Background: an optimization exercise with open tools, aiming at small area. Do not read the settings as production practice.
Function was checked by simulation only, so behaviour that the tests miss may differ from the original.
No activity file was given, so power comes from the tool's default toggle rates.

Design lottery, start of the top module:
module lottery(
	input clk,
	input [4:0] W1, W2, W3, W4, N_in,
	input reset, scan,
	output SYSRDY, winner, not_a_win, RD_ERR,
	output [2:0] Eur100,
	output [3:0] Eur010, Eur001
);
clock: 15.0 ns
lec_check: 0
cap_margin: 0
core_margin: 2
core_utilization: 40
gpl_timing_driven: 0
place_density: 0.6
slew_margin: 0
standard.sh (not shown) runs the stock make flow with config.mk's settings and CLKGATE_MAP_FILE= SYNTH_SCRIPT=/design/flow/synth_recipe.tcl, a recipe that flattens the netlist after the stock synthesis.
==> flow/flow/run.sh <==
#!/bin/bash
# The standard synthesis, its combinational logic mapped again for area by ABC
# (flip-flops untouched), then the standard layout with the smallest buffer on
# every input and output port and a small clock tree.
# ABC runs with 32 seeds; the six smallest netlists are each taken through
# placement, clock tree and global routing in a trial folder (the repairs there
# can add buffers), and the one with the smallest cell area is laid out.
# Each tool's output goes to a log file here or in the trial folders.
set -euo pipefail
R=orfs/results/$FLOW_PLATFORM/lottery/base
export LIB=$FLOW_HOME/platforms/$FLOW_PLATFORM/lib/sky130_fd_sc_hd__tt_025C_1v80.lib
CTS="-sink_clustering_enable -repair_clock_nets -dont_use_dummy_load -buf_list sky130_fd_sc_hd__clkbuf_4 -sink_clustering_size 35 -sink_clustering_max_diameter 500"
BUFS="-buffer_cell sky130_fd_sc_hd__buf_1"

bash standard.sh synth > make_synth.log 2>&1
cp $R/1_2_yosys.v standard_synth.v
python3 flow/mkmodels.py $LIB models.v > mkmodels.log 2>&1
export ABC_DONT_USE="$(for c in $(sed -n '/^export DONT_USE_CELLS/,/^$/p' $FLOW_HOME/platforms/$FLOW_PLATFORM/config.mk | grep -o 'sky130_fd_sc_hd__[a-z0-9_]*'); do printf -- '-dont_use %s ' $c; done)"
for batch in "1 2 3 4" "5 6 7 8" "9 10 11 12" "13 14 15 16" "17 18 19 20" "21 22 23 24" "25 26 27 28" "29 30 31 32"; do
  for s in $batch; do
    printf 'strash\n&get -n\n&deepsyn -T 20 -S %s\n&put\ndch -f\namap\ntopo\n' $s > resynth_$s.abc
    ABC_SCRIPT=resynth_$s.abc NETLIST_IN=standard_synth.v NETLIST_OUT=resynth_$s.v yosys -c flow/resynth.tcl > yosys_resynth_$s.log 2>&1 &
  done
  wait || true
done
for s in $(seq 1 32); do
  a=$(grep -o "Chip area for module '.lottery': [0-9.]*" yosys_resynth_$s.log | awk '{print $NF}' || true)
  [[ -n "$a" && -s resynth_$s.v ]] && echo "$a $s"
done | sort -n -k1,1 -u | head -6 > resynth_top.txt

# trial layouts up to global routing, in folders of their own
for s in $(awk '{print $2}' resynth_top.txt); do
  (
    T=$PWD/trial_$s
    mkdir -p $T
    sed -e "s#WORK_HOME=[^ ]*#WORK_HOME=$T/orfs#" -e '/^if \[\[/,$d' standard.sh > $T/trial.sh
    TR=$T/orfs/results/$FLOW_PLATFORM/lottery/base
    bash $T/trial.sh synth > $T/make_synth.log 2>&1
    cp resynth_$s.v $TR/1_2_yosys.v
    rm -f $TR/1_synth.odb $TR/1_synth.sdc
    bash $T/trial.sh BUFFER_PORTS_ARGS="$BUFS" CTS_ARGS="$CTS" grt > $T/make_grt.log 2>&1
    printf 'read_db %s\nreport_design_area\n' $TR/5_1_grt.odb > $T/area.tcl
    openroad -no_init -exit $T/area.tcl > $T/area.log 2>&1
  ) &
done
wait || true
best=$(for s in $(awk '{print $2}' resynth_top.txt); do
  a=$(grep -o "Design area [0-9.]*" trial_$s/area.log | awk '{print $3}' || true)
  [[ -n "$a" ]] && echo "$a $s"
done | sort -n | head -1 | awk '{print $2}')
[[ -n "$best" ]] || best=$(head -1 resynth_top.txt | awk '{print $2}')
{ echo "kept ABC run $best"; cat resynth_top.txt; grep -H "Design area" trial_*/area.log || true; } > resynth_choice.log

cp resynth_$best.v $R/1_2_yosys.v
rm -f $R/1_synth.odb $R/1_synth.sdc
bash standard.sh BUFFER_PORTS_ARGS="$BUFS" CTS_ARGS="$CTS" finish > make_finish.log 2>&1
Other scripts of this flow, unchanged in this note and not shown: flow/flow/mkmodels.py, flow/flow/resynth.tcl
Next try:
--- a/flow/flow/run.sh
+++ b/flow/flow/run.sh
@@ -4,3 +4,3 @@
 # every input and output port and a small clock tree.
-# ABC runs with 32 seeds; the six smallest netlists are each taken through
+# ABC runs with sixteen seeds; the four smallest netlists are each taken through
 # placement, clock tree and global routing in a trial folder (the repairs there
@@ -18,3 +18,3 @@
 export ABC_DONT_USE="$(for c in $(sed -n '/^export DONT_USE_CELLS/,/^$/p' $FLOW_HOME/platforms/$FLOW_PLATFORM/config.mk | grep -o 'sky130_fd_sc_hd__[a-z0-9_]*'); do printf -- '-dont_use %s ' $c; done)"
-for batch in "1 2 3 4" "5 6 7 8" "9 10 11 12" "13 14 15 16" "17 18 19 20" "21 22 23 24" "25 26 27 28" "29 30 31 32"; do
+for batch in "1 2 3 4" "5 6 7 8" "9 10 11 12" "13 14 15 16"; do
   for s in $batch; do
@@ -25,6 +25,6 @@
 done
-for s in $(seq 1 32); do
+for s in $(seq 1 16); do
   a=$(grep -o "Chip area for module '.lottery': [0-9.]*" yosys_resynth_$s.log | awk '{print $NF}' || true)
   [[ -n "$a" && -s resynth_$s.v ]] && echo "$a $s"
-done | sort -n -k1,1 -u | head -6 > resynth_top.txt
+done | sort -n -k1,1 -u | head -4 > resynth_top.txt
 
Settings changed: CORE_UTILIZATION 40 to 65, PLACE_DENSITY 0.6 to 0.8.
Power is higher by 0.39%.
Final area is lower by 1.1%.
Flip-flop and latch count does not change.
Die area is lower by 37%.
Cell count is lower by 6.1%.
Wire length is lower by 1.4%.
Worst hold slack degrades by 0.013 ns.
Clock-buffer cell count stays the same.
Worst setup slack degrades by 0.27 ns.
Via count is higher by 7.4%.
Sequential share of layout area is higher by 0.40 points.
Next try:
Settings changed: CORE_UTILIZATION 65 to 40, PLACE_DENSITY 0.8 to 0.6.
Effect: Combinational power came out higher by about 1%. Routed wire length came out higher by 1.4%. Fmax came out higher by 3.3%. Power came out lower by 0.39%. Hold slack is better by 0.013 ns. Sequential share of layout area came out lower by 0.40 points. Synthesized cell count came out lower by 0.38%.

[port drivers added, routing unchanged]
The results above use ideal ports. As a check the final layouts listed here were re-extracted and re-timed, cells and wires unchanged. Step 1, drivers: a clkbuf_16 drives clk and a buf_2 each remaining input, both assumed. Step 2 times the ports against the registers' clock, not the clock port: input delays grow and output delays shrink by t, the midpoint of the rising clock arrivals with the driver on. Slacks: ideal ports / drivers / drivers and shift; pairs: ideal ports / drivers.
run	t, ns	slack for setup (ns)	worst hold slack (ns)	slew at the worst register clock pin (ns)	pins driven straight from the clock port
the first run	0.345	6.830 / 6.805 / 6.589	0.483 / 0.483 / 0.483	0.10 / 0.10	1
the second run	0.353	6.558 / 6.537 / 6.202	0.471 / 0.471 / 0.471	0.12 / 0.12	1
the third run	0.345	6.830 / 6.805 / 6.589	0.483 / 0.483 / 0.483	0.10 / 0.10	1
After both steps setup and hold are still met in every run listed. For the second run, which loses most, drivers alone change the setup slack by -0.021 ns; drivers and shift together by -0.356 ns.
